From an optimization exercise on the open Yosys and OpenROAD flow, aimed at a short achievable clock period and few clock cycles; shortcuts taken in it are not production practice.
RTL that was checked went through simulation tests only; none was proved equivalent to the original.
No activity file was given, so power comes from the tool's default toggle rates.

ember:
// mips
module mips(input  logic        clk, reset,
            output logic [31:0] pc,
            input  logic [31:0] instr,
            output logic        memwrite,
            output logic [31:0] aluout, writedata,
            input  logic [31:0] readdata);
Size in the first run: ~1500 flip-flops, roughly 160 I/O pins, ~79000 um2 of cells after synthesis.
export LEC_CHECK = 0
export CAP_MARGIN = 20
export CORE_MARGIN = 2
export CORE_UTILIZATION = 40
export SETUP_SLACK_MARGIN = 5
export SLEW_MARGIN = 20
create_clock -name core_clock -period 9.0 [get_ports {clk}]
standard.sh (not shown) runs the stock make flow with config.mk's settings and CLKGATE_MAP_FILE= SYNTH_SCRIPT=/design/flow/synth_recipe.tcl, a recipe that flattens the netlist after the stock synthesis.
==> flow/flow/run.sh <==
#!/bin/bash
# Standard ORFS layout (the standard.sh) with these changes to how it is
# made (constraints unchanged):
#  - ports are buffered with buf_4 instead of the default delay buffer, and
#    the resizer may change a cell's footprint.
set -euo pipefail
bash standard.sh finish SETUP_SLACK_MARGIN=6.2 MATCH_CELL_FOOTPRINT=0 \
  "BUFFER_PORTS_ARGS=-buffer_cell sky130_fd_sc_hd__buf_4" CTS_CLUSTER_SIZE=20 CTS_CLUSTER_DIAMETER=60 > make_finish.log 2>&1
No stage failed in ember, and the final checks on the layout all came back clean.
The inputs of cedar differ from those of ember as listed below.
Settings: PLACE_DENSITY now 0.65, previously not set.
diff --git a/flow/flow/run.sh b/flow/flow/run.sh
--- a/flow/flow/run.sh
+++ b/flow/flow/run.sh
@@ -7 +7 @@
-bash standard.sh finish SETUP_SLACK_MARGIN=6.2 MATCH_CELL_FOOTPRINT=0 \
+bash standard.sh finish SETUP_SLACK_MARGIN=6.6 MATCH_CELL_FOOTPRINT=0 \
Changes observed in cedar relative to ember: count of nets after finishing climbed 208, initial antenna violation count climbed 12. Summary of cedar over ember: cell count saw an increase, power climbed 690 uW, combined global-route utilization of all metal layers climbed 0.87 points.
## Diff of input files: nickel against cedar
Settings: PLACE_DENSITY removed (was 0.65).
diff --git a/flow/flow/run.sh b/flow/flow/run.sh
--- a/flow/flow/run.sh
+++ b/flow/flow/run.sh
@@ -8 +8 @@
-  "BUFFER_PORTS_ARGS=-buffer_cell sky130_fd_sc_hd__buf_4" CTS_CLUSTER_SIZE=20 CTS_CLUSTER_DIAMETER=60 > make_finish.log 2>&1
+  "BUFFER_PORTS_ARGS=-buffer_cell sky130_fd_sc_hd__buf_4" CTS_CLUSTER_SIZE=16 CTS_CLUSTER_DIAMETER=50 > make_finish.log 2>&1
### Flow results
Summary of nickel over cedar: critical-path maximum fanout higher; total power now larger.
Run comparison: nickel dominant kind of cell multi-input combinational cells; cedar dominant kind of cell sequential cells
nickel: clock group share of total power higher than cedar
#### Input delta (quartz over nickel)
diff --git a/flow/flow/run.sh b/flow/flow/run.sh
--- a/flow/flow/run.sh
+++ b/flow/flow/run.sh
@@ -8 +8 @@
-  "BUFFER_PORTS_ARGS=-buffer_cell sky130_fd_sc_hd__buf_4" CTS_CLUSTER_SIZE=16 CTS_CLUSTER_DIAMETER=50 > make_finish.log 2>&1
+  "BUFFER_PORTS_ARGS=-buffer_cell sky130_fd_sc_hd__buf_4" CTS_CLUSTER_SIZE=20 CTS_CLUSTER_DIAMETER=60 > make_finish.log 2>&1
## What came out
Diff nickel..quartz | mean routed wirelength per cell | negligible. Looking at via count of the first global-routing pass, quartz sits about 0.8% lower than nickel does. Largest net degree at the start of global routing: quartz > nickel. The flow did not stop early for nickel: all stages ran, and the layout cleared the timing, design-rule and antenna checks. In summary, quartz completed successfully, with a layout that passed the timing, design-rule and antenna checks. Against nickel, clock distribution power in quartz came out better. Number of gates resized after cts: quartz vs nickel up 34.
No functional check of the RTL was part of any run of this note.

* * *

job 101:
Another version of the RTL of mips (not shown whole).
Size in the first run: roughly 1600 flip-flops, ~160 I/O pins, about 0.080 sq mm of cells after synthesis.
==> flow/config.mk <==
export PLATFORM = sky130hd
export DESIGN_NAME = mips
export DESIGN_NICKNAME = mips
export VERILOG_FILES = /design/flow/design.v
export SDC_FILE = /design/flow/constraint.sdc
export NUM_CORES = 4
export LEC_CHECK = 0
export CAP_MARGIN = 20
export CORE_MARGIN = 2
export CORE_UTILIZATION = 40
export PLACE_DENSITY = 0.65
export SETUP_SLACK_MARGIN = 5
export SLEW_MARGIN = 20
==> flow/constraint.sdc <==
create_clock -name core_clock -period 9.0 [get_ports {clk}]
set_input_delay 1.8000 -clock core_clock [delete_from_list [all_inputs] [get_ports {clk}]]
set_output_delay 1.8000 -clock core_clock [all_outputs]
set_load 0.01 [all_outputs]
==> flow/flow/run.sh <==
#!/bin/bash
# Standard ORFS layout (the standard.sh) with these changes to how it is
# made (constraints unchanged):
#  - ports are buffered with buf_4 instead of the default delay buffer, and
#    the resizer may change a cell's footprint.
set -euo pipefail
bash standard.sh finish SETUP_SLACK_MARGIN=6.6 MATCH_CELL_FOOTPRINT=0 \
  "BUFFER_PORTS_ARGS=-buffer_cell sky130_fd_sc_hd__buf_4" CTS_CLUSTER_SIZE=20 CTS_CLUSTER_DIAMETER=60 > make_finish.log 2>&1
Input-level comparison between job 102 and job 101:
diff --git a/flow/flow/run.sh b/flow/flow/run.sh
--- a/flow/flow/run.sh
+++ b/flow/flow/run.sh
@@ -6,3 +6,3 @@
 set -euo pipefail
-bash standard.sh finish SETUP_SLACK_MARGIN=6.6 MATCH_CELL_FOOTPRINT=0 \
+bash standard.sh finish SETUP_SLACK_MARGIN=6.2 MATCH_CELL_FOOTPRINT=0 \
   "BUFFER_PORTS_ARGS=-buffer_cell sky130_fd_sc_hd__buf_4" CTS_CLUSTER_SIZE=20 CTS_CLUSTER_DIAMETER=60 > make_finish.log 2>&1
diff --git a/flow/config.mk b/flow/config.mk
--- a/flow/config.mk
+++ b/flow/config.mk
@@ -10,3 +10,2 @@
 export CORE_UTILIZATION = 40
-export PLACE_DENSITY = 0.65
 export SETUP_SLACK_MARGIN = 5
==> comparison <==
- The setup slack of job 102 is larger than that of job 101.
- Lower pin count of the biggest net entering global routing was reported by job 101, not job 102.
- Clock-cell share of area delta for job 102 relative to job 101: 0.30 points higher
- Looking at antenna diode count, job 102 sits 2 below job 101.
- Non-clock buffer count went down by more than 10% going from job 101 to job 102.
- Against job 101 as the reference, job 102 delivers a lower wire length of the first global-routing pass.
- Delta (job 102 minus job 101): final core area utilization now sits lower; flip-flop and latch power now sits at about the same level.
- Capturing instance or port of the critical path: pcI[27]$_DFF_PP0_ -> job 101, pcI[23]$_DFF_PP0_ -> job 102
No functional check of the RTL was part of any run of this note.

* * *

mips, a different RTL version from the one above (not shown whole).
Size: ~5200 cells after synthesis, roughly 1400 flip-flops, about 160 I/O pins, about 72000 µm² of cells after synthesis.
==> flow/config.mk <==
export PLATFORM = sky130hd
export DESIGN_NAME = mips
export DESIGN_NICKNAME = mips
export VERILOG_FILES = /design/flow/design.v
export SDC_FILE = /design/flow/constraint.sdc
export NUM_CORES = 4
export LEC_CHECK = 0
export CAP_MARGIN = 20
export CORE_MARGIN = 2
export CORE_UTILIZATION = 60
export PLACE_DENSITY = 0.7
export SETUP_SLACK_MARGIN = 5
export SLEW_MARGIN = 20
==> flow/constraint.sdc <==
create_clock -name core_clock -period 9.0 [get_ports {clk}]
set_input_delay 1.8000 -clock core_clock [delete_from_list [all_inputs] [get_ports {clk}]]
set_output_delay 1.8000 -clock core_clock [all_outputs]
set_load 0.01 [all_outputs]
==> flow/flow/run.sh <==
#!/bin/bash
# Standard ORFS layout (the standard.sh) with these changes to how it is
# made (constraints unchanged):
#  - ports are buffered with buf_4 instead of the default delay buffer, and
#    the resizer may change a cell's footprint.
set -euo pipefail
bash standard.sh finish SETUP_SLACK_MARGIN=6.6 MATCH_CELL_FOOTPRINT=0 \
  "BUFFER_PORTS_ARGS=-buffer_cell sky130_fd_sc_hd__buf_4" CTS_CLUSTER_SIZE=20 CTS_CLUSTER_DIAMETER=60 > make_finish.log 2>&1
The baseline completed without violations.
==> next run, changes <==
- CORE_UTILIZATION: 60 -> 40
- PLACE_DENSITY: 0.7 -> not set
Outcome:
- final cell count came out higher by roughly a tenth
- setup slack improved by 0.21 ns
- routed wire length came out higher by a few percent
- combinational power hardly moves
- register-to-register slack improved by 0.05 ns
- total power barely changes
- count of clock-buffer cells in the layout came out lower by 2
- worst hold slack got worse by 0.012 ns
No run of this note included a check of the RTL's function; only the layout flow was run.

* * *

mips, a different RTL version from the one above (not shown whole).
Size: ~4700 cells after synthesis, roughly 0.071 mm2 of cells after synthesis.
export LEC_CHECK = 0
export CAP_MARGIN = 20
export CORE_MARGIN = 2
export CORE_UTILIZATION = 40
export SETUP_SLACK_MARGIN = 5
export SLEW_MARGIN = 20
export SYNTH_HIERARCHICAL = 1
export SYNTH_MINIMUM_KEEP_SIZE = 0
create_clock -name core_clock -period 9.0 [get_ports {clk}]
Scripts as last shown in full above: flow/flow/run.sh
The first run went through all stages and came out clean.
Edit:
SYNTH_HIERARCHICAL = unset   (was 1)
SYNTH_MINIMUM_KEEP_SIZE = unset   (was 0)
Effect: The new run passed the timing, design-rule and antenna checks. Core utilization is higher by 3.1 points. Routed wire length came out higher by 3.1%. Power stays flat.
Function was not checked in any run of this note: the RTL went through the layout flow alone.

* * *

mips, a different RTL version from the one above (not shown whole).
For scale: ~4900 cells after synthesis, roughly 69000 um^2 of cells after synthesis.
clock: 9.0 ns
lec_check: 0
cap_margin: 20
core_margin: 2
core_utilization: 40
setup_slack_margin: 5
slew_margin: 20
==> flow/flow/run.sh <==
#!/bin/bash
set -euo pipefail
bash standard.sh finish SETUP_SLACK_MARGIN=6.6 > make_finish.log 2>&1
Testbench counts at the start, summed over its fixed seeds: cycles 12,224.
Rerun with:
==> flow/run.sh (new file) <==
#!/bin/bash
# synth_recipe.tcl (not shown) runs the flow's synth.tcl, then flattens the netlist and writes it again
# the make line also repeats each setting of config.mk as NAME=value (left out here)
make -C /OpenROAD-flow-scripts/flow DESIGN_CONFIG=/design/flow/config.mk WORK_HOME=/design/flow/orfs CLKGATE_MAP_FILE= SYNTH_SCRIPT=/design/flow/synth_recipe.tcl finish
removed: flow/flow/run.sh
removed: flow/standard.sh
What happened: The changed run passed the timing, design-rule and antenna checks. Non-clock buffer count drops by 569. Core utilization drops by 7.2 points. Count of clock-buffer cells in the layout drops by 4.

* * *

mips, a different RTL version from the one above (not shown whole).
Size in the first run: about 4,700 cells after synthesis, roughly 1,300 flip-flops, roughly 68,000 um2 of cells after synthesis.
clock: 9.0 ns
lec_check: 0
cap_margin: 20
core_margin: 2
core_utilization: 40
setup_slack_margin: 5
slew_margin: 20
==> flow/flow/run.sh <==
#!/bin/bash
# Standard ORFS layout (the standard.sh) with these changes to how it is
# made (constraints unchanged):
#  - ports are buffered with buf_4 instead of the default delay buffer, and
#    the resizer may change a cell's footprint.
set -euo pipefail
bash standard.sh finish SETUP_SLACK_MARGIN=6.6 MATCH_CELL_FOOTPRINT=0 \
  "BUFFER_PORTS_ARGS=-buffer_cell sky130_fd_sc_hd__buf_4" > make_finish.log 2>&1
The baseline finished with timing, DRC and antenna clean.
Change:
--- a/flow/flow/run.sh
+++ b/flow/flow/run.sh
@@ -6,3 +6,3 @@
 set -euo pipefail
 bash standard.sh finish SETUP_SLACK_MARGIN=6.6 MATCH_CELL_FOOTPRINT=0 \
-  "BUFFER_PORTS_ARGS=-buffer_cell sky130_fd_sc_hd__buf_4" > make_finish.log 2>&1
+  "BUFFER_PORTS_ARGS=-buffer_cell sky130_fd_sc_hd__buf_4" CTS_CLUSTER_SIZE=30 CTS_CLUSTER_DIAMETER=80 > make_finish.log 2>&1
What happened: The new run ran to the end with no violations; maximum frequency decreases by about 1.2%; global-route usage decreases by 0.33 points; register-to-register slack is better by 0.04 ns; worst setup slack is worse by 0.047 ns; clock skew increases by 0.019 ns; area after synthesis stays the same; cell area decreases by 3.7%; utilization decreases by 2.0 points; power decreases by about 13%.
No functional check of the RTL was part of any run of this note.

* * *

Another version of the RTL of mips (not shown whole).
Size: roughly 5800 cells after synthesis, about 1500 flip-flops, ~160 I/O pins, about 0.078 sq mm of cells after synthesis.
Settings: LEC_CHECK=0, CAP_MARGIN=20, CORE_MARGIN=2, CORE_UTILIZATION=40, SETUP_SLACK_MARGIN=5, SLEW_MARGIN=20; clock period 9.0 ns.
==> flow/flow/run.sh <==
#!/bin/bash
# Standard ORFS layout (the standard.sh) with these changes to how it is
# made (constraints unchanged):
#  - ports are buffered with buf_4 instead of the default delay buffer, and
#    the resizer may change a cell's footprint.
set -euo pipefail
bash standard.sh finish SETUP_SLACK_MARGIN=6.6 MATCH_CELL_FOOTPRINT=0 \
  "BUFFER_PORTS_ARGS=-buffer_cell sky130_fd_sc_hd__buf_4" CTS_CLUSTER_SIZE=24 CTS_CLUSTER_DIAMETER=60 > make_finish.log 2>&1
The starting point ran to the end with no violations.
Testbench counts at the start, summed over its fixed seeds: cycles 11,864.
Then changed:
--- a/flow/flow/run.sh
+++ b/flow/flow/run.sh
@@ -8 +8 @@
-  "BUFFER_PORTS_ARGS=-buffer_cell sky130_fd_sc_hd__buf_4" CTS_CLUSTER_SIZE=24 CTS_CLUSTER_DIAMETER=60 > make_finish.log 2>&1
+  "BUFFER_PORTS_ARGS=-buffer_cell sky130_fd_sc_hd__buf_4" CTS_CLUSTER_SIZE=28 CTS_CLUSTER_DIAMETER=100 > make_finish.log 2>&1
Outcome:
- cell count shrinks by 0.58%
- worst setup slack improves by 0.022 ns
- first-iteration DRC count climbs by 0.71%
- via count barely changes
- worst hold slack got worse by 0.0057 ns
- power shrinks by 8.3%
- routed wire length goes up by 0.58%
- clock-buffer cell count came out lower by 42
- clock power shrinks by 31%
- design area went down by 1.3%
- sequential power barely changes
Then changed:
--- a/flow/flow/run.sh
+++ b/flow/flow/run.sh
@@ -8 +8 @@
-  "BUFFER_PORTS_ARGS=-buffer_cell sky130_fd_sc_hd__buf_4" CTS_CLUSTER_SIZE=28 CTS_CLUSTER_DIAMETER=100 > make_finish.log 2>&1
+  "BUFFER_PORTS_ARGS=-buffer_cell sky130_fd_sc_hd__buf_4" CTS_CLUSTER_SIZE=20 CTS_CLUSTER_DIAMETER=60 > make_finish.log 2>&1
PLACE_DENSITY = 0.65   (was unset)
The new run ran to the end with no violations.
Worst setup slack improves by 0.11 ns.
Synthesized area does not change.
Synthesized cell count is unchanged.
Cell area is higher by 1.1%.
Wire length came out higher by 0.51%.
Non-clock buffer count went down by 4.
Count of clock-buffer cells in the layout went up by 37.
Clock skew went up by 0.032 ns.
Final cell count grows by 1.0%.
Then changed:
PLACE_DENSITY = unset   (was 0.65)
Clock skew decreases by 0.056 ns.
Flip-flop and latch count is unchanged.
Combinational power rises by about 1%.
Worst setup slack improved by 0.0053 ns.
Clock power rises by about 2%.
Cell count climbs by about 0.4%.
Critical path depth rose by 3.
Power is higher by about 0.9%.

* * *

Setup of main:
Another version of the RTL of mips (not shown whole).
Size in the first run: roughly 5,800 cells after synthesis, about 1,500 flip-flops, ~160 I/O pins.
export LEC_CHECK = 0
export CAP_MARGIN = 20
export CORE_MARGIN = 2
export CORE_UTILIZATION = 40
export SETUP_SLACK_MARGIN = 5
export SLEW_MARGIN = 20
create_clock -name core_clock -period 9.0 [get_ports {clk}]
==> flow/flow/run.sh <==
#!/bin/bash
# Standard ORFS layout (the standard.sh) with these changes to how it is
# made (constraints unchanged):
#  - ports are buffered with buf_4 instead of the default delay buffer, and
#    the resizer may change a cell's footprint.
set -euo pipefail
bash standard.sh finish SETUP_SLACK_MARGIN=6.6 MATCH_CELL_FOOTPRINT=0 \
  "BUFFER_PORTS_ARGS=-buffer_cell sky130_fd_sc_hd__buf_4" CTS_CLUSTER_SIZE=20 CTS_CLUSTER_DIAMETER=60 > make_finish.log 2>&1
Every stage of the flow completed for main, and the final layout passed the timing, design-rule and antenna checks.
### main -> the feature branch
Settings: putting PLACE_DENSITY at 0.65 where nothing was set.
==> notes.md <==
- The feature branch closes out successfully: all stages finished, all timing, DRC and antenna checks passed.
- First-iteration DRC count in the feature branch vs main: up 10%
- Going from main to the feature branch, number of non-clock buffers went down about 5%, proportion of total power due to net switching has decreased, cell count went down, final sequential cell count closely matched the old numbers, data arrival time of the worst path climbed 0.14 ns.
- Total of fill cells in the finished design, the feature branch and main: higher on main
- Re clock latency on the worst-skew pair: the feature branch is 0.02 ns up on main.
- NOTE: cell area after layout in the feature branch falls short of that of main
No functional check of the RTL was part of any run of this note.

==> static timing again, ports no longer ideal <==
The results above use ideal ports. As a check the final layouts listed here were re-extracted and re-timed, cells and wires unchanged. Step 1 sets driving cells, clkbuf_16 on the clock port and buf_2 on the other inputs (assumed; they add their load-dependent delay and slew). Step 2 moves the port delays by t, midway between the first and last clock arrival at a register: inputs arrive t later, outputs are due t later. That takes back most of the time a late clock gives input paths. a / b / c = no drivers / after step 1 / after step 2; a / b = the first two.
run	t (ns)	slack for setup (ns)	worst setup path at the end
ember	0.907	5.405 / 5.405 / 4.547	input to register
cedar	0.900	5.557 / 5.557 / 4.693	input to register
nickel	0.920	5.505 / 5.505 / 4.622	input to register
quartz	0.929	5.435 / 5.478 / 4.549	input to register
job 101	0.928	5.535 / 5.587 / 4.659	input to register
job 102	0.924	5.556 / 5.598 / 4.674	input to register
the first run of note 3	0.853	5.357 / 5.396 / 4.543	input to register
the second run of note 3	0.849	5.564 / 5.583 / 4.752	input to register
the first run of note 4	0.817	5.380 / 5.380 / 4.854	input to register
the second run of note 4	0.853	5.456 / 5.458 / 4.605	input to register
the first run of note 5	0.877	4.898 / 4.898 / 4.212	input to register
the second run of note 5	0.868	4.887 / 4.871 / 4.078	input to register
the first run of note 6	0.887	5.176 / 5.221 / 4.345	input to register
the second run of note 6	0.834	5.129 / 5.180 / 4.347	input to register
the first run of note 7	0.921	5.538 / 5.538 / 4.885	input to register
the second run of note 7	0.840	5.561 / 5.561 / 4.926	input to register
the third run of note 7	0.912	5.667 / 5.589 / 4.840	input to register
the fourth run of note 7	0.920	5.672 / 5.643 / 4.910	input to register
main	0.880	5.632 / 5.578 / 4.816	input to register
the feature branch	0.903	5.556 / 5.556 / 4.693	input to register
After both steps setup and hold are still met in every run listed. The setup slack of quartz, which loses most, moves by +0.043 ns with the drivers and by -0.886 ns with both steps.
